From an optimization exercise on the open Yosys and OpenROAD flow, aimed at small area; shortcuts taken in it are not production practice. The RTL was checked by simulation tests, not by an equivalence proof against the original design. Power and IR drop assume default switching activity.

### flow/run.sh
#!/bin/bash
# synth_recipe.tcl (not shown) runs the flow's synth.tcl, then flattens the netlist and writes it again
# the make line also repeats each setting of config.mk as NAME=value (left out here)
make -C /OpenROAD-flow-scripts/flow DESIGN_CONFIG=/design/flow/config.mk WORK_HOME=/design/flow/orfs CLKGATE_MAP_FILE= SYNTH_SCRIPT=/design/flow/synth_recipe.tcl finish
### flow/config.mk
export PLATFORM = sky130hd
export DESIGN_NAME = Regfile
export DESIGN_NICKNAME = Regfile
export VERILOG_FILES = /design/flow/design.v
export SDC_FILE = /design/flow/constraint.sdc
export NUM_CORES = 4
export LEC_CHECK = 0
export CAP_MARGIN = 20
export CORE_MARGIN = 2
export CORE_UTILIZATION = 40
export SETUP_SLACK_MARGIN = 0.2
export SLEW_MARGIN = 20
export SYNTH_HIERARCHICAL = 1
### flow/constraint.sdc
create_clock -name core_clock -period 6.0 [get_ports {clk}]
set_input_delay 1.2000 -clock core_clock [delete_from_list [all_inputs] [get_ports {clk}]]
set_output_delay 1.2000 -clock core_clock [all_outputs]
set_load 0.01 [all_outputs]
### flow/design.v
`timescale  1ns/1ps
module Regfile #(
   parameter  XLEN = 32
)(
   input              clk       ,
   input              resetz    ,
   input       [4:0]  rs1_addr  ,
   input       [4:0]  rs2_addr  ,
   input       [4:0]  rd_addr   ,
   input  [XLEN-1:0]  rd_wdata  ,
   output [XLEN-1:0]  rs1_data_o,
   output [XLEN-1:0]  rs2_data_o
);
reg              phase;
reg  [31:1]      valid;
wire [XLEN-1:0]  wdata_x = rd_wdata ^ {XLEN{phase}};
wire [31:1] we;
wire [31:1] we_n;
wire [31:1] sel1;
wire [31:1] sel2;
genvar k, b;
generate
   for (k = 1; k < 32; k = k + 1) begin : g_dec
      assign we[k]   = (rd_addr == k);
      assign we_n[k] = ~we[k];
      assign sel1[k] = (rs1_addr == k) & valid[k];
      assign sel2[k] = (rs2_addr == k) & valid[k];
   end
endgenerate
always @(posedge clk or negedge resetz) begin
   if (~resetz) begin
      phase <= 1'b0;
      valid <= 31'd0;
   end else begin
      phase <= ~phase;
      valid <= valid | we;
   end
end
wire [XLEN-1:0] q [1:31];
generate
   for (k = 1; k < 32; k = k + 1) begin : g_reg
      reg  [XLEN-1:0] r;
      wire [XLEN-1:0] d;
      for (b = 0; b < XLEN; b = b + 1) begin : g_bit
         rf_o22ai u_hold (
            .a1(we_n[k]), .a2(wdata_x[b]), .b1(we[k]), .b2(r[b]), .y(d[b])
         );
      end
      always @(posedge clk) r <= d;
      assign q[k] = r;
   end
endgenerate
wire ph1 = phase & (|sel1);
wire ph2 = phase & (|sel2);
generate
   for (b = 0; b < XLEN; b = b + 1) begin : g_rd
      wire [31:1] col;
      for (k = 1; k < 32; k = k + 1) begin : g_col
         assign col[k] = q[k][b];
      end
      rf_rdbit u_rd1 (.sel(sel1), .d(col), .ph(ph1), .y(rs1_data_o[b]));
      rf_rdbit u_rd2 (.sel(sel2), .d(col), .ph(ph2), .y(rs2_data_o[b]));
   end
endgenerate
endmodule
module rf_rdbit (
   input  [31:1] sel,
   input  [31:1] d,
   input         ph,
   output        y
);
wire [9:0] n;    
wire       t31n;
wire [2:0] m;    
wire       z;
genvar i;
generate
   for (i = 0; i < 10; i = i + 1) begin : g_l1
      rf_a222oi u (
         .a1(sel[3*i+1]), .a2(d[3*i+1]),
         .b1(sel[3*i+2]), .b2(d[3*i+2]),
         .c1(sel[3*i+3]), .c2(d[3*i+3]),
         .y(n[i])
      );
   end
endgenerate
rf_nand2 u_t31 (.a(sel[31]), .b(d[31]), .y(t31n));
rf_nand4 u_m0 (.a(n[0]), .b(n[1]), .c(n[2]), .d(n[3]), .y(m[0]));
rf_nand4 u_m1 (.a(n[4]), .b(n[5]), .c(n[6]), .d(n[7]), .y(m[1]));
rf_nand3 u_m2 (.a(n[8]), .b(n[9]), .c(t31n), .y(m[2]));
rf_nor3  u_z  (.a(m[0]), .b(m[1]), .c(m[2]), .y(z));
rf_xnor2 u_y  (.a(z), .b(ph), .y(y));
endmodule
module rf_o22ai (input a1, input a2, input b1, input b2, output y);
assign y = ~((a1 | a2) & (b1 | b2));
endmodule
module rf_a222oi (input a1, input a2, input b1, input b2, input c1, input c2,
                  output y);
assign y = ~((a1 & a2) | (b1 & b2) | (c1 & c2));
endmodule
module rf_nand2 (input a, input b, output y);
assign y = ~(a & b);
endmodule
module rf_nand3 (input a, input b, input c, output y);
assign y = ~(a & b & c);
endmodule
module rf_nand4 (input a, input b, input c, input d, output y);
assign y = ~(a & b & c & d);
endmodule
module rf_nor3 (input a, input b, input c, output y);
assign y = ~(a | b | c);
endmodule
module rf_xnor2 (input a, input b, output y);
assign y = ~(a ^ b);
endmodule
==> impl_results.md, run 1 <==
- Outcome: no timing/DRC/antenna violations
- CP max FO: 32
- Initial antenna violation count: 6
- Finished layout cell area: 47790 um^2
- Residual DRC count: 0
- Routed len/inst: 37.13 um
- Crit start category: input pin
- Max-Slew Margin vs Limit: 16.13%
- Max IR drop VDD: 0.2474 mV
- Simple-gate area share of the yosys netlist: 8.322%
- Vias in the first global route: 37740
- Final Hold Vio Count: 0
- Arrival @ worst endpoint: 4.60 ns
- First-pass GRT wire length: around 270000 um
- Crit path time final: about 5.8 ns
- Reg2reg path depth: 4
- Post-synth cell types: 53
- Hold Path Origin: g_reg[14].r[12]
- Die H: 311.2 um
- Period utilization: a little over nine tenths
- Top Ports: ~110
- Num CTS Buffers: ~100
- Most Crowded Layer GR: met2
- WHS Path Cells: 1
- Crit path cell chain: clkdlybuf4s50_1 -> buf_4 -> nor2b_1 -> and3_2 -> buf_4 -> a222oi_1 -> nand4_1 -> nor3_2 -> xnor2_1 -> clkdlybuf4s50_1
- Tot Pwr: 20.74 mW
- DP HPWL: between 100000 and 150000 um
- Buf+Inv Stages, Crit Path: 4
- Reg2reg start: phase
- Synth-to-layout area growth: 26.60%
- Setup CP Type: input pin to output port
- Total core area: 93470 um^2
- Placed cell area: ~44000 um^2
- Largest net degree at the start of global routing: 35
- Synthesized cell area: approximately 38000 um^2
- Detailed Routing Iterations Pass 1: 12
- Sink Count: 1024
- Worst skew pair latency: 0.71 ns
- Final Skew: 0.03417 ns
- Final Hold Slack: 0.4741 ns
- Final worst slack: between 0.15 and 0.2 ns
- Via count: 40540
- Grt met3 use: 12.57%
- Levels on crit path: 10
- Syn nets: 3395
- Initial Util: 40.39%
- Clock transition at the registers of the reported paths: 0.06 ns
- Worst reg2reg setup slack: 3.28 ns
- Maximum root-to-sink buffer count: 3
- Combinational family with the most area after synthesis: compound AO/OA/AOI/OAI gates
- Synth async-reset ratio: between 3 and 4%
- Setup TNS: 0 ns
- Fill cells: 8422
- I/O Buffers: roughly 110
- Total Wirelength: 192400 um
- GR Layer Usage met2: 53.02%
- Peak Freq: 172.3 MHz
- Post-synthesis compound-gate area fraction: 33.87%
- Finish-stage setup viols: 0
- Die width: between 300 and 400 um
- Post-synthesis sequential area ratio: between 50% and 60%
- Tightest Hold Check Type: register to register
- Slew @ Worst Pin: approximately 1.3 ns
- Iteration-0 DRC Markers: 9891
- Routed vias/inst: 7.821
- Main synth FF type: dfxtp_1
- CTS tree: yes
- Max-Cap Viols: 0
- NumNets Final: 3891
- Max-slew violation count: 0
- Commonest cells after routing, fill and taps aside: o22ai_1, dfxtp_1, a222oi_1
- Final GP Congestion: 0.9495
- Post-synthesis mux area share: less than 1%
- Post-synth EDFFs: 0
- Post-Synth XOR/XNOR Area: under 10%
- H-tree levels: 3
- Nature of the critical path endpoint: output port
- GRT overflow: 0
- Placement Setup Slack: -0.1856 ns
- Synthesized area per cell: 11.28 um^2
- Worst r2r dst: g_reg[19].r[2]
- Root Buffer: clkbuf_16
- Delay-heaviest family, CP: buffers and inverters
- Critical Path RT: about 4.8 ns
- Share of layout cells above drive strength 1: 16.71%
- Adder and majority gate portion of the synthesized area: 0%
- Cell count after synthesis: 3346
- DIE AREA: 96850 um^2
- Synth Register Bits: 1024
- Pwr/cell area: 434.0 nW/um^2
- Hold endpoint: g_reg[14].r[12]
- Worst path slowest cell: clkdlybuf4s50_1
- Critical path's largest stage delay: ~0.55 ns
- GR Util met1: 47.88%
- Post-route ant nets: 0
- Total Routing Usage GR: ~37%
- Static leakage: 17.51 nW
- RSZ-0062 raised after global routing: no
- YS warnings: 7
- Row count: 112
-- Yosys stat by module (local to each module, per instance), a selection --
module     flops+latches  copies in the design  cells
rf_nand2               0                    64      1
Regfile             1024                     1   1330
rf_nand4               0                   128      1
rf_a222oi              0                   640      1
rf_o22ai               0                   992      1
rf_nor3                0                    64      1
rf_xnor2               0                    64      1
rf_nand3               0                    64      1
-- area by class of cell --
class,count,area (um^2),share of cell area [%]
antenna,3,7.507,0.01571
clock buffer,141,2994,6.265
clock inverter,49,696.9,1.458
inverter,33,123.9,0.2592
multi-input combinational,2272,17730,37.10
sequential,1024,20660,43.24
tap,1254,1569,3.283
timing repair buffer,407,4005,8.380
-- timing repair --
item,in CTS,in global routing
setup endpoints to repair,64,42
gates resized for setup,15,15
cloned,3,1
buffers inserted,5,1
hold endpoints to repair,0,0
hold buffers,0,0
pin swaps,4,12
-- worst register-to-register path: cells and delay by family, from the launching register on --
kind	cells	cell delay (ns)
flops	1	0.83
compound gates	1	0.29
buf+inv	2	1.17
xor+xnor	1	0.23
-- flip-flops by register name (all words and copies together), names as in the netlist --
register,cells
phase,1
valid,31
g.r,992
-- kinds of logic (layout without fill, tap and decap cells) --
logic type                count (synthesis)  count (layout)
and+or+nand+nor                         513             516
buffers and inverters                    53             630
muxes                                     5               5
xor gates and xnor gates                 96              96
AOI/OAI and AO/OA                      1655            1655
DFF                                    1024            1024
other                                     0               3
-- synth_stat cells, types with 4 or more instances --
| cell type | n | area, um^2 |
|---|---|---|
| nor3_1 | 5 | 25.02 |
| nor3b_1 | 7 | 52.55 |
| nor3_2 | 64 | 640.6 |
| and3_2 | 7 | 52.55 |
| xnor2_1 | 64 | 560.5 |
| nor4_1 | 6 | 37.54 |
| and2_1 | 5 | 31.28 |
| nand3_1 | 73 | 365.4 |
| nand4_1 | 128 | 800.8 |
| inv_1 | 33 | 123.9 |
| nor2_1 | 16 | 60.06 |
| nand2_1 | 92 | 345.3 |
| a22oi_1 | 5 | 37.54 |
| nand2b_1 | 22 | 137.6 |
| xor2_1 | 32 | 280.3 |
| dfrtp_1 | 32 | 800.8 |
| a21oi_1 | 4 | 20.02 |
| nor2b_1 | 12 | 75.07 |
| or2_2 | 11 | 68.82 |
| and3_1 | 52 | 325.3 |
| dfxtp_1 | 992 | 19860 |
| o22ai_1 | 992 | 6206 |
| clkbuf_1 | 13 | 48.80 |
| a222oi_1 | 640 | 6406 |
-- metal layers --
layer	up-vias	routed length, um	part of all wire [%]
met1	19450	67810	35
met3	832	31250	16
li1	16350	-	-
met4	8	15550	8.1
met5	-	51	0.027
met2	3903	77760	40
-- report_power, final --
| part | switching, mW | internal [mW] | leakage (nW) |
|---|---|---|---|
| clock network | 2.90 | 4.15 | 1.82 |
| logic | 1.84 | 1.80 | 6.96 |
| registers | 1.42 | 8.64 | 8.73 |
-- metrics by stage --
step / cells / util [%]
after CTS: 5175 / 50.91
after floorplan: 3346 / -
final: 5183 / 51.13
after global routing: 5181 / 51.13
after global placement: 4975 / 46.75
after detailed placement: 4977 / 46.81
-- worst max-delay path by stage --
stage | start | to
floorplan | rs2_addr[4] | rs2_data_o[0]
global placement | rs1_addr[0] | rs1_data_o[20]
detailed placement | rs1_addr[0] | rs1_data_o[20]
CTS | rs2_addr[2] | rs2_data_o[13]
global route | rs1_addr[4] | rs1_data_o[18]
finish | rs1_addr[3] | rs1_data_o[17]
==> run 2: changes to the inputs <==
--- a/flow/design.v
+++ b/flow/design.v
@@ -90,4 +90,4 @@
 rf_nand3 u_m2 (.a(n[8]), .b(n[9]), .c(t31n), .y(m[2]));
-rf_nor3  u_z  (.a(m[0]), .b(m[1]), .c(m[2]), .y(z));
-rf_xnor2 u_y  (.a(z), .b(ph), .y(y));
+rf_or3   u_z  (.a(m[0]), .b(m[1]), .c(m[2]), .y(z));
+rf_xor2  u_y  (.a(z), .b(ph), .y(y));
 endmodule
@@ -109,7 +109,7 @@
 endmodule
-module rf_nor3 (input a, input b, input c, output y);
-assign y = ~(a | b | c);
+module rf_or3 (input a, input b, input c, output y);
+assign y = a | b | c;
 endmodule
-module rf_xnor2 (input a, input b, output y);
-assign y = ~(a ^ b);
+module rf_xor2 (input a, input b, output y);
+assign y = a ^ b;
 endmodule
==> flow/flow/run.sh (new file) <==
#!/bin/bash
# The standard flow, with three changes to how the layout is made:
# - the port buffers are buf_2 cells rather than the delay cells ORFS picks;
# - CTS uses clkbuf_8 and inserts no dummy loads;
# The full output of make goes to flow_make.log in this folder (ORFS keeps each
# step's own log under orfs/logs).
set -euo pipefail
bash standard.sh \
  BUFFER_PORTS_ARGS="-buffer_cell sky130_fd_sc_hd__buf_2" \
  CTS_ARGS="-sink_clustering_enable -repair_clock_nets -dont_use_dummy_load -buf_list sky130_fd_sc_hd__clkbuf_8" \
  finish > flow_make.log 2>&1
==> flow/standard.sh (new file) <==
#!/bin/bash
# synth_recipe.tcl (not shown) runs the flow's synth.tcl, then flattens the netlist and writes it again
# the make line also repeats each setting of config.mk as NAME=value (left out here)
make -C /OpenROAD-flow-scripts/flow DESIGN_CONFIG=/design/flow/config.mk WORK_HOME=/design/flow/orfs CLKGATE_MAP_FILE= SYNTH_SCRIPT=/design/flow/synth_recipe.tcl "${@:-finish}"
--- a/flow/config.mk
+++ b/flow/config.mk
@@ -9,4 +9,5 @@
 export CORE_MARGIN = 2
-export CORE_UTILIZATION = 40
-export SETUP_SLACK_MARGIN = 0.2
+export CORE_UTILIZATION = 60
+export PLACE_DENSITY = 0.72
+export SETUP_SLACK_MARGIN = 0.05
 export SLEW_MARGIN = 20
removed: flow/run.sh
==> impl_results.md, run 2 <==
- Outcome: no timing/DRC/antenna violations
- Finished layout cell area: 43010 um^2 (-10%)
- Total Routing Usage GR: 54.92% (+18 points)
- Largest cells by area after synthesis: dfxtp_1, a222oi_1, o22ai_1, xor2_1, dfrtp_1
- Slew @ Worst Pin: 1.134 ns (-0.1225 ns)
- Crit path cell chain: buf_2 -> nor2b_1 -> and3_4 -> or4_1 -> a211o_1 -> o31a_2 -> buf_4 -> xor2_1 -> buf_2
- First-pass GRT wire length: 261100 um (-2.9%)
- Levels on crit path: 9 (-1)
- Worst skew pair latency: 0.84 ns (+0.13 ns)
- Share of layout cells above drive strength 1: 14.28% (-2.4 points)
- Worst reg2reg setup slack: 3.90 ns (+0.62 ns)
- Crit start category: input pin
- Row count: 91 (-19%)
- Initial antenna violation count: 17 (+11)
- DP HPWL: 104000 um (-8.8%)
- Buf+Inv Stages, Crit Path: 3 (-1)
- Max-slew violation count: 0 (unchanged)
- Routed vias/inst: 9.114 (+17%)
- Largest Register: g.r
- Synth-to-layout area growth: 14.65%
- Worst r2r dst: g_reg[27].r[31]
- I/O Buffers: 112 (unchanged)
- Critical path's largest stage delay: 0.73 ns (+0.18 ns)
- Critical Path RT: 4.80 ns (about the same)
- H-tree levels: 4 (+1)
- Fill cells: 4729 (-44%)
- Reg area: 20660 um^2 (unchanged)
- Commonest cells after routing, fill and taps aside: o22ai_1, dfxtp_1, a222oi_1
- Final Hold Vio Count: 0 (unchanged)
- Largest net degree at the start of global routing: 35 (unchanged)
- Die H: 254.0 um (-18%)
- Pwr/cell area: 417.3 nW/um^2 (-3.8%)
- Initial Util: 60.79% (+20 points)
- CP max FO: 33 (+3.1%)
- CTS tree: yes
- Maximum root-to-sink buffer count: 3 (unchanged)
- Max IR drop VDD: 0.3283 mV (+33%)
- Post-synthesis sequential area ratio: 55.07% (+0.35 points)
- Synth async-reset ratio: 3.125% (unchanged)
- Post-CTS sizing: 0 (-15)
- RSZ-0062 raised after global routing: no
- Cell Count, Final, Fillers Out: 4627 (-11%)
- CTS hold repair buffers: 0 (unchanged)
- Detailed Routing Iterations Pass 1: 17 (+5)
- Die width: 254.0 um (-18%)
- Delay-heaviest family, CP: simple AND/OR/NAND/NOR gates
- Nature of the critical path endpoint: output port
- Critical Path Start: rs1_addr[0]
- Yosys top cell area share: 52.94% (+0.34 points)
- Static leakage: 16.29 nW (-7.0%)
- Syn nets: 3395 (unchanged)
- Top Ports: 113 (unchanged)
- Clock transition at the registers of the reported paths: 0.05 ns (about the same)
- Tot Pwr: 17.95 mW (-13%)
- Dominant cell type by area after synthesis: dfxtp_1
- Total Wirelength: 183900 um (-4.4%)
- Placed cell area: 40780 um^2 (-6.8%)
- Total core area: 61710 um^2 (-34%)
- NumNets Final: 3826 (-1.7%)
- Period utilization: 94.47% (-2.2 points)
- Setup CP Type: input pin to output port
- Arrival @ worst endpoint: 4.47 ns (-0.13 ns)
- Crit path top cell by count: buf_2
- Final GP Congestion: 0.9718 (+2.3%)
- GRT overflow: 0 (unchanged)
- Cell count after synthesis: 3346 (unchanged)
- Synthesized cell area: 37510 um^2 (-0.64%)
- YS warnings: 7 (unchanged)
- Setup TNS: 0 ns (unchanged)
- Area occupied by multi-input gates: 16960 um^2 (-4.3%)
- Tightest Hold Check Type: register to register
- Worst path slowest cell: and3_4
- Residual DRC count: 0 (unchanged)
- Setup bufs post-CTS: 0 (-5)
- Peak Freq: 176.4 MHz (+2.4%)
- Final core occ: 69.69% (+19 points)
- Num CTS Buffers: 159 (+53%)
- Post-route ant nets: 0 (unchanged)
- Root Buffer: clkbuf_8
- Post-synth cell types: 52 (-1.9%)
- Sink Count: 1024 (unchanged)
- Crit path time final: 5.668 ns (-0.1350 ns)
- Via count: 42170 (+4.0%)
- Reg2reg start: phase
- Regs by FF count: g.r (992), valid (31), phase (1)
- Main synth FF type: dfxtp_1
- Inst Count DP: 4453 (-11%)
- Vias in the first global route: 40570 (+7.5%)
- Reg2reg path depth: 3 (-1)
- WHS Path Cells: 1 (unchanged)
- Max reg flops: 992 (unchanged)
- Routed len/inst: 39.74 um (+7.0%)
- Worst Setup EP: rs1_data_o[17]
- Finish-stage setup viols: 0 (unchanged)
- Post-synth EDFFs: 0 (unchanged)
- Synthesized area per cell: 11.21 um^2 (-0.64%)
- Max-Cap Viols: 0 (unchanged)
- Most frequent cells after synthesis: dfxtp_1, o22ai_1, a222oi_1
- DIE AREA: 64540 um^2 (-33%)
- Final Skew: 0.07055 ns (+0.03638 ns)
- Synth Register Bits: 1024 (unchanged)
- Iteration-0 DRC Markers: 11890 (+20%)
- Max-Slew Margin vs Limit: 24.38% (+8.3 points)
==> run 2: stage by stage <==
stage,hold slack [ns],setup slack (ns)
floorplan,0.4399,0.4784
global placement,0.4479,0.7047
detailed placement,0.4589,0.5723
CTS,0.4724,0.5653
global route,0.4843,0.3157
finish,0.4734,0.3318
==> run 2: cell type report <==
| class | count | area share, % |
|---|---|---|
| multi-input combinational | 2269 | 39.44 |
| clock buffer | 159 | 5.088 |
| tap | 837 | 2.435 |
| timing repair buffer | 290 | 4.614 |
| inverter | 33 | 0.2880 |
| antenna | 15 | 0.08728 |
| sequential | 1024 | 48.05 |
==> run 2: routing by layer <==
layer / up-vias / wire length (um) / global-route usage (%)
li1: 16060 / - / -
met1: 19640 / 58010 / 66.01
met2: 4959 / 70700 / 73.98
met3: 1508 / 35520 / 25.41
met4: 8 / 19600 / 45.98
met5: - / 61 / 0.4633
==> run 2: logic make-up (layout without fill, tap and decap cells) <==
group	Yosys count	after routing	share of synthesized area, %
other cells	0	15	0
compound gates	1655	1655	34.09
simple gates	513	513	7.735
mux	5	5	0.1734
xor+xnor	96	96	2.241
buf+inv	53	482	0.6838
flops	1024	1024	55.07
==> run 2: worst min path at each step <==
stage                          from              end  slack [ns]
finish              g_reg[20].r[15]  g_reg[20].r[15]        0.47
global placement    g_reg[29].r[28]  g_reg[29].r[28]        0.45
floorplan                  valid[4]         valid[4]        0.44
CTS                   g_reg[2].r[7]    g_reg[2].r[7]        0.47
global route         g_reg[22].r[2]   g_reg[22].r[2]        0.48
detailed placement  g_reg[19].r[20]  g_reg[19].r[20]        0.46
==> run 2: power by group <==
part | internal [mW] | leakage (nW) | switching, mW
sequential | 8.64 | 8.73 | 1.49
clock | 2.33 | 1.14 | 2.52
combinational | 1.31 | 6.41 | 1.65
total | 12.3 | 16.3 | 5.67
==> run 2: modules after synthesis, one instance, submodules excluded, excerpt <==
| module | cells | times used | cell area (um^2) |
|---|---|---|---|
| Regfile | 1330 | 1 | 22580 |
| rf_a222oi | 1 | 640 | 10.01 |
| rf_nand2 | 1 | 64 | 3.754 |
| rf_nand3 | 1 | 64 | 5.005 |
| rf_nand4 | 1 | 128 | 6.256 |
| rf_o22ai | 1 | 992 | 6.256 |
| rf_or3 | 1 | 64 | 6.256 |
| rf_xor2 | 1 | 64 | 8.758 |
==> run 3: changes to the inputs <==
==> flow/flow/run.sh (replaced) <==
#!/bin/bash
# The standard flow (bash standard.sh), with two changes to how the layout is
# made:
# - the port buffers are buf_1 cells rather than the delay cells ORFS picks
#   (the resizer still upsizes them where timing needs it);
# - CTS builds its tree from clkbuf_8 with clusters of at most 14 sinks
#   and 60 um, and inserts no dummy loads.
# The full output of make goes to flow_make.log in this folder; ORFS keeps
# each step's own log under orfs/logs.
set -euo pipefail
bash standard.sh \
  BUFFER_PORTS_ARGS="-buffer_cell sky130_fd_sc_hd__buf_1" \
  CTS_ARGS="-sink_clustering_enable -repair_clock_nets -dont_use_dummy_load -buf_list sky130_fd_sc_hd__clkbuf_8 -sink_clustering_size 14 -sink_clustering_max_diameter 60" \
  finish > flow_make.log 2>&1
--- a/flow/config.mk
+++ b/flow/config.mk
@@ -7,8 +7,8 @@
 export LEC_CHECK = 0
-export CAP_MARGIN = 20
+export CAP_MARGIN = 5
 export CORE_MARGIN = 2
-export CORE_UTILIZATION = 60
-export PLACE_DENSITY = 0.72
+export CORE_UTILIZATION = 55
+export PLACE_DENSITY = 0.68
 export SETUP_SLACK_MARGIN = 0.05
-export SLEW_MARGIN = 20
+export SLEW_MARGIN = 5
 export SYNTH_HIERARCHICAL = 1
==> impl_results.md, run 3 <==
- Top Ports: 113 (unchanged)
- Via count: 41460 (-1.7%)
- Post-synthesis sequential area ratio: 55.07% (unchanged)
- Peak Freq: 172.2 MHz (-2.4%)
- Synth-to-layout area growth: 12.15%
- Tot Pwr: 16.59 mW (-7.6%)
- Fill cells: 5498 (+16%)
- Setup CP Type: input pin to output port
- Area occupied by multi-input gates: 16960 um^2 (unchanged)
- Layout check failures: max-capacitance violations, max-slew violations
- Largest net degree at the start of global routing: 35 (unchanged)
- NumNets Final: 3759 (-1.8%)
- Vias in the first global route: 40050 (-1.3%)
- Clock transition at the registers of the reported paths: 0.07 ns (+0.02 ns)
- First-pass GRT wire length: 265700 um (+1.8%)
- Finished layout cell area: 42070 um^2 (-2.2%)
- Final GP Congestion: 0.9741 (+0.24%)
- Placed cell area: 40870 um^2 (+0.21%)
- Synthesized area per cell: 11.21 um^2 (unchanged)
- Max-slew violation count: 22 (+22)
- Regs by FF count: g.r (992), valid (31), phase (1)
- Initial antenna violation count: 17 (unchanged)
- Largest Register: g.r
- Iteration-0 DRC Markers: 11880 (-0.12%)
- Yosys top cell area share: 52.94% (unchanged)
- Outcome: finished with violations
- Finish-stage setup viols: 0 (unchanged)
- Synth Register Bits: 1024 (unchanged)
- Synthesized cell area: 37510 um^2 (unchanged)
- Residual DRC count: 0 (unchanged)
- Row count: 95 (+4.4%)
- Pwr/cell area: 394.4 nW/um^2 (-5.5%)
- Maximum root-to-sink buffer count: 3 (unchanged)
- Largest cells by area after synthesis: dfxtp_1, a222oi_1, o22ai_1, xor2_1, dfrtp_1
- Final Skew: 0.04701 ns (-0.02354 ns)
- GRT overflow: 0 (unchanged)
- Num CTS Buffers: 85 (-47%)
- Syn nets: 3395 (unchanged)
- Nature of the critical path endpoint: output port
- Crit path time final: 5.809 ns (+0.1407 ns)
- Post-CTS sizing: 0 (unchanged)
- Cell count after synthesis: 3346 (unchanged)
- CP max FO: 18 (-45%)
- Total Wirelength: 187600 um (+2.0%)
- Total core area: 67400 um^2 (+9.2%)
- Max-Slew Margin vs Limit: -2.361% (-27 points)
- CTS hold repair buffers: 0 (unchanged)
- Max IR drop VDD: 0.2399 mV (-27%)
- Main synth FF type: dfxtp_1
- Max reg flops: 992 (unchanged)
- Post-synth cell types: 52 (unchanged)
- Synth async-reset ratio: 3.125% (unchanged)
- Total Routing Usage GR: 50.86% (-4.1 points)
- Routed vias/inst: 9.022 (-1.0%)
- Final Hold Slack: 0.4760 ns (+0.002572 ns)
- CTS tree: yes
- Dominant cell type by area after synthesis: dfxtp_1
- Routed len/inst: 40.84 um (+2.8%)
- Root Buffer: clkbuf_8
- Max-Cap Viols: 1 (+1)
- Arrival @ worst endpoint: 4.61 ns (+0.14 ns)
- Final Hold Vio Count: 0 (unchanged)
- Initial Util: 55.66% (-5.1 points)
- Worst skew pair latency: 0.76 ns (-0.08 ns)
- Die H: 265.2 um (+4.4%)
- Commonest cells after routing, fill and taps aside: o22ai_1, dfxtp_1, a222oi_1
- Static leakage: 15.52 nW (-4.7%)
- DIE AREA: 70310 um^2 (+8.9%)
- Setup bufs post-CTS: 0 (unchanged)
- Post-route ant nets: 0 (unchanged)
- YS warnings: 7 (unchanged)
- Critical Path RT: 4.80 ns (about the same)
- Share of layout cells above drive strength 1: 9.709% (-4.6 points)
- RSZ-0062 raised after global routing: no
- Detailed Routing Iterations Pass 1: 17 (unchanged)
- Die width: 265.2 um (+4.4%)
- Crit start category: input pin
- Setup TNS: 0 ns (unchanged)
- Sink Count: 1024 (unchanged)
- Slew @ Worst Pin: 1.534 ns (+0.3995 ns)
- DP HPWL: 108300 um (+4.2%)
- Most frequent cells after synthesis: dfxtp_1, o22ai_1, a222oi_1
- Tightest Hold Check Type: register to register
- H-tree levels: 3 (-1)
- Post-synth EDFFs: 0 (unchanged)
- Period utilization: 96.81% (+2.3 points)
- Reg area: 20660 um^2 (unchanged)
- I/O Buffers: 112 (unchanged)
-- run 3: per-layer routing --
metal  vias up  track usage [%]  part of all wire [%]
met5         -           0.8316                 0.026
met4         8            39.41                   9.6
met3      1273            22.34                    18
met2      4693            69.82                    39
met1     19560            62.12                    33
li1      15930                -                     -
-- run 3: final timing paths --
path | from | endpoint | slack [ns] | cells past startpoint
min | g_reg[29].r[16] | g_reg[29].r[16] | 0.48 | 1
min reg2reg | g_reg[29].r[16] | g_reg[29].r[16] | 0.48 | 1
max | rs1_addr[2] | rs1_data_o[16] | 0.19 | 8
max in group asynchronous | resetz | phase | 4.74 | 1
min in group asynchronous | resetz | valid[25] | 0.57 | 1
max reg2reg | phase | g_reg[27].r[31] | 3.68 | 4
-- run 3: cell families (layout without fill, tap and decap cells) --
kind of cell / Yosys count / after routing / synth area share, %
other: 0 / 14 / 0
flip-flops: 1024 / 1024 / 55.07
AO/OA/AOI/OAI: 1655 / 1655 / 34.09
AND/OR/NAND/NOR: 513 / 513 / 7.735
XOR/XNOR: 96 / 96 / 2.241
multiplexers: 5 / 5 / 0.1734
buffers and inverters: 53 / 415 / 0.6838
-- run 3: modules after synthesis (local to each module, per instance), a selection --
module     cells  times used
rf_nand3       1          64
rf_nand2       1          64
rf_o22ai       1         992
rf_or3         1          64
Regfile     1330           1
rf_nand4       1         128
rf_xor2        1          64
rf_a222oi      1         640
-- run 3: final cells by class --
type                            instances  share of cell area (%)
Timing Repair Buffer                  297                   4.809
Multi-Input combinational cell       2269                   40.32
Antenna cell                           14                 0.08327
Sequential cell                      1024                   49.12
Tap cell                              873                   2.596
Inverter                               33                  0.2944
Clock buffer                           85                   2.781
-- run 3: critical path: stages --
cell and delay (ns):
buf_1 0.54, nor2_1 0.23, and3_1 0.68, a222oi_1 0.58, nand4_1 0.20, or3_1 0.42
xor2_1 0.54, buf_1 0.21
-- run 3: power by group --
part           internal, mW  switching [mW]  leakage (nW)  total (mW)
clock                  1.27            2.29         0.611        3.56
combinational          1.24            1.66          6.17        2.91
sequential             8.62            1.50          8.73        10.1
total                  11.1            5.46          15.5        16.6
-- run 3: metrics by stage --
stage	instances	util [%]	setup slack, ns
3_3_place_gp	4496	60.64	0.4625
3_5_place_dp	4496	60.64	0.4634
4_1_cts	4581	62.37	0.4519
6_report	4595	62.42	0.1912
2_1_floorplan	3346	-	0.4784
5_1_grt	4587	62.39	0.2526
==> run 4: changes to the inputs <==
==> flow/flow/run.sh (replaced) <==
#!/bin/bash
# The standard flow (bash standard.sh), with two changes to how the layout is
# made:
# - the port buffers are buf_1 cells rather than the delay cells ORFS picks
#   (the resizer still upsizes them where timing needs it);
# - CTS builds its tree from clkbuf_8 with clusters of at most 16 sinks
#   and 60 um, and inserts no dummy loads.
# The full output of make goes to flow_make.log in this folder; ORFS keeps
# each step's own log under orfs/logs.
set -euo pipefail
bash standard.sh \
  BUFFER_PORTS_ARGS="-buffer_cell sky130_fd_sc_hd__buf_1" \
  CTS_ARGS="-sink_clustering_enable -repair_clock_nets -dont_use_dummy_load -buf_list sky130_fd_sc_hd__clkbuf_8 -sink_clustering_size 16 -sink_clustering_max_diameter 60" \
  finish > flow_make.log 2>&1
--- a/flow/config.mk
+++ b/flow/config.mk
@@ -7,3 +7,3 @@
 export LEC_CHECK = 0
-export CAP_MARGIN = 5
+export CAP_MARGIN = 20
 export CORE_MARGIN = 2
@@ -12,3 +12,3 @@
 export SETUP_SLACK_MARGIN = 0.05
-export SLEW_MARGIN = 5
+export SLEW_MARGIN = 20
 export SYNTH_HIERARCHICAL = 1
==> impl_results.md, run 4 <==
- Outcome: no timing/DRC/antenna violations
- Synth Register Bits: 1024 (unchanged)
- Initial Util: 55.66% (unchanged)
- Peak Freq: 171.5 MHz (-0.35%)
- Final core occ: 62.34% (-0.087 points)
- Num CTS Buffers: 77 (-9.4%)
- Setup TNS: 0 ns (unchanged)
- Placed cell area: 40870 um^2 (unchanged)
- Setup bufs post-CTS: 0 (unchanged)
- H-tree levels: 3 (unchanged)
- Post-CTS sizing: 0 (unchanged)
- Die H: 265.2 um (unchanged)
- Crit start category: input pin
- Max-Cap Viols: 0 (-1)
- Iteration-0 DRC Markers: 11410 (-3.9%)
- Share of layout cells above drive strength 1: 9.670% (-0.038 points)
- Setup CP Type: input pin to output port
- Cell count after synthesis: 3346 (unchanged)
- Total Routing Usage GR: 50.75% (-0.12 points)
- I/O Buffers: 112 (unchanged)
- Total core area: 67400 um^2 (unchanged)
- Critical Path RT: 4.80 ns (about the same)
- Syn nets: 3395 (unchanged)
- Inst Count DP: 4496 (unchanged)
- Total Wirelength: 187900 um (+0.16%)
- Top Ports: 113 (unchanged)
- Vias in the first global route: 39910 (-0.33%)
- Critical path's largest stage delay: 0.58 ns (-0.10 ns)
- Synth-to-layout area growth: 12.00%
- Post-synth cell types: 52 (unchanged)
- Pwr/cell area: 390.9 nW/um^2 (-0.89%)
- CP max FO: 18 (unchanged)
- Detailed Routing Iterations Pass 1: 17 (unchanged)
- DP HPWL: 108300 um (unchanged)
- Yosys top cell area share: 52.94% (unchanged)
- Final Skew: 0.06666 ns (+0.01965 ns)
- Post-route ant nets: 0 (unchanged)
- Tightest Hold Check Type: register to register
- Slew @ Worst Pin: 1.279 ns (-0.2552 ns)
- DIE AREA: 70310 um^2 (unchanged)
- Finish-stage setup viols: 0 (unchanged)
- NumNets Final: 3753 (-0.16%)
- Residual DRC count: 0 (unchanged)
- Routed len/inst: 40.98 um (+0.35%)
- Period utilization: 97.15% (+0.34 points)
- Via count: 41180 (-0.67%)
- Max IR drop VDD: 0.2453 mV (+2.2%)
- Die width: 265.2 um (unchanged)
- CTS tree: yes
- Post-synthesis sequential area ratio: 55.07% (unchanged)
- Nature of the critical path endpoint: output port
- Cell Count, Final, Fillers Out: 4586 (-0.20%)
- Crit path cell chain: buf_1 -> nor3_1 -> and3_1 -> buf_4 -> a222oi_1 -> nand4_1 -> or3_1 -> xor2_1 -> buf_1
- Sink Count: 1024 (unchanged)
- Static leakage: 15.47 nW (-0.30%)
- Largest net degree at the start of global routing: 35 (unchanged)
- Worst skew pair latency: 0.77 ns (about the same)
- Crit path top cell by count: buf_1
- Arrival @ worst endpoint: 4.63 ns (+0.02 ns)
- Dominant cell type by area after synthesis: dfxtp_1
- Max-slew violation count: 0 (-100%)
- Max reg flops: 992 (unchanged)
- Synth async-reset ratio: 3.125% (unchanged)
- Regs by FF count: g.r (992), valid (31), phase (1)
- YS warnings: 7 (unchanged)
- RSZ-0062 raised after global routing: no
- Synthesized area per cell: 11.21 um^2 (unchanged)
- Main synth FF type: dfxtp_1
- Max-Slew Margin vs Limit: 14.67% (+17 points)
- Crit path time final: 5.829 ns (+0.02042 ns)
- Synthesized cell area: 37510 um^2 (unchanged)
- First-pass GRT wire length: 265100 um (-0.23%)
- Commonest cells after routing, fill and taps aside: o22ai_1, dfxtp_1, a222oi_1
- Final GP Congestion: 0.9741 (unchanged)
- Largest cells by area after synthesis: dfxtp_1, a222oi_1, o22ai_1, xor2_1, dfrtp_1
- GRT overflow: 0 (unchanged)
- Finished layout cell area: 42010 um^2 (-0.14%)
- Post-synth EDFFs: 0 (unchanged)
- Largest Register: g.r
- Clock transition at the registers of the reported paths: 0.08 ns (about the same)
- Worst path slowest cell: and3_1
- Root Buffer: clkbuf_8
- Routed vias/inst: 8.980 (-0.47%)
- CTS hold repair buffers: 0 (unchanged)
- Most frequent cells after synthesis: dfxtp_1, o22ai_1, a222oi_1
- Maximum root-to-sink buffer count: 3 (unchanged)
- Initial antenna violation count: 13 (-4)
- Row count: 95 (unchanged)
- Final Hold Vio Count: 0 (unchanged)
run 4: metal layers:
| metal | track usage [%] | part of all wire (%) |
|---|---|---|
| met3 | 22.63 | 18 |
| met2 | 69.65 | 39 |
| met5 | 0.7623 | 0.024 |
| met1 | 61.63 | 33 |
| met4 | 39.70 | 9.8 |
run 4: Yosys stat by module (local to each module, per instance), excerpt:
module / area (um^2) / cells / flip-flops and latches / copies in the design
rf_xor2: 8.758 / 1 / 0 / 64
rf_o22ai: 6.256 / 1 / 0 / 992
rf_nand3: 5.005 / 1 / 0 / 64
rf_nand2: 3.754 / 1 / 0 / 64
rf_or3: 6.256 / 1 / 0 / 64
rf_a222oi: 10.01 / 1 / 0 / 640
rf_nand4: 6.256 / 1 / 0 / 128
Regfile: 22580 / 1330 / 1024 / 1
run 4: cell families after synthesis:
family	share of synthesized area, %
flip-flops	55.07
AND/OR/NAND/NOR	7.735
multiplexers	0.1734
buffers and inverters	0.6838
AO/OA/AOI/OAI	34.09
XOR/XNOR	2.241
run 4: worst max-delay path, delay by kind of cell:
kind,cells,cell delay (ns)
AND/OR/NAND/NOR,4,1.89
XOR/XNOR,1,0.14
AO/OA/AOI/OAI,1,0.29
buffers and inverters,3,1.10
run 4: layout make-up:
cell class                      instances  area (um^2)
Clock buffer                           77         1060
Multi-Input combinational cell       2269        16970
Timing Repair Buffer                  299         2078
Sequential cell                      1024        20660
Antenna cell                           11        27.53
Fill cell                            5487        25380
Inverter                               33        123.9
Tap cell                              873         1092
run 4: final timing paths:
path	from	slack, ns	depth (start not counted)	to
setup / recovery	rs1_addr[2]	0.17	9	rs1_data_o[7]
hold / removal	g_reg[3].r[11]	0.48	1	g_reg[3].r[11]
setup reg to reg	phase	3.67	4	g_reg[27].r[31]
hold reg to reg	g_reg[3].r[11]	0.48	1	g_reg[3].r[11]
max in group asynchronous	resetz	4.73	1	phase
min in group asynchronous	resetz	0.58	1	valid[25]
run 4: power by group:
part           total (mW)  switching [mW]  leakage, nW  internal (mW)
combinational        2.91            1.66         6.19           1.25
clock                3.39            2.23        0.554           1.15
sequential           10.1            1.50         8.73           8.62
total                16.4            5.40         15.5           11.0
run 4: through the flow:
step	hold WS, ns	power (mW)	worst slack, ns
6_report	0.4770	16.42	0.1708
3_5_place_dp	0.4584	12.91	0.4634
2_1_floorplan	0.4399	11.57	0.4784
5_1_grt	0.4892	16.92	0.1526
4_1_cts	0.4778	16.14	0.4519
3_3_place_gp	0.4480	12.67	0.4625

==> afterwards: timing with drivers on the ports <==
In the flow no input, the clock included, has a driving cell. The finished layouts below were timed again as built, in two steps. Step 1, drivers: a clkbuf_16 drives clk and a buf_2 each remaining input, both assumed. Step 2 times the ports against the registers' clock, not the clock port: input delays grow and output delays shrink by t, the midpoint of the rising clock arrivals with the driver on. a / b / c = no drivers / after step 1 / after step 2; a / b = the first two.
| run | t (ns) | setup slack, ns | worst setup path at the end |
|---|---|---|---|
| run 1 | 0.770 | 0.197 / 0.174 / 0.174 | input to output |
| run 2 | 0.870 | 0.332 / 0.225 / 0.225 | input to output |
| run 3 | 0.803 | 0.191 / 0.059 / 0.059 | input to output |
| run 4 | 0.791 | 0.171 / 0.062 / 0.062 | input to output |
For run 3, which loses most, drivers alone change the setup slack by -0.132 ns; drivers and shift together by -0.132 ns.
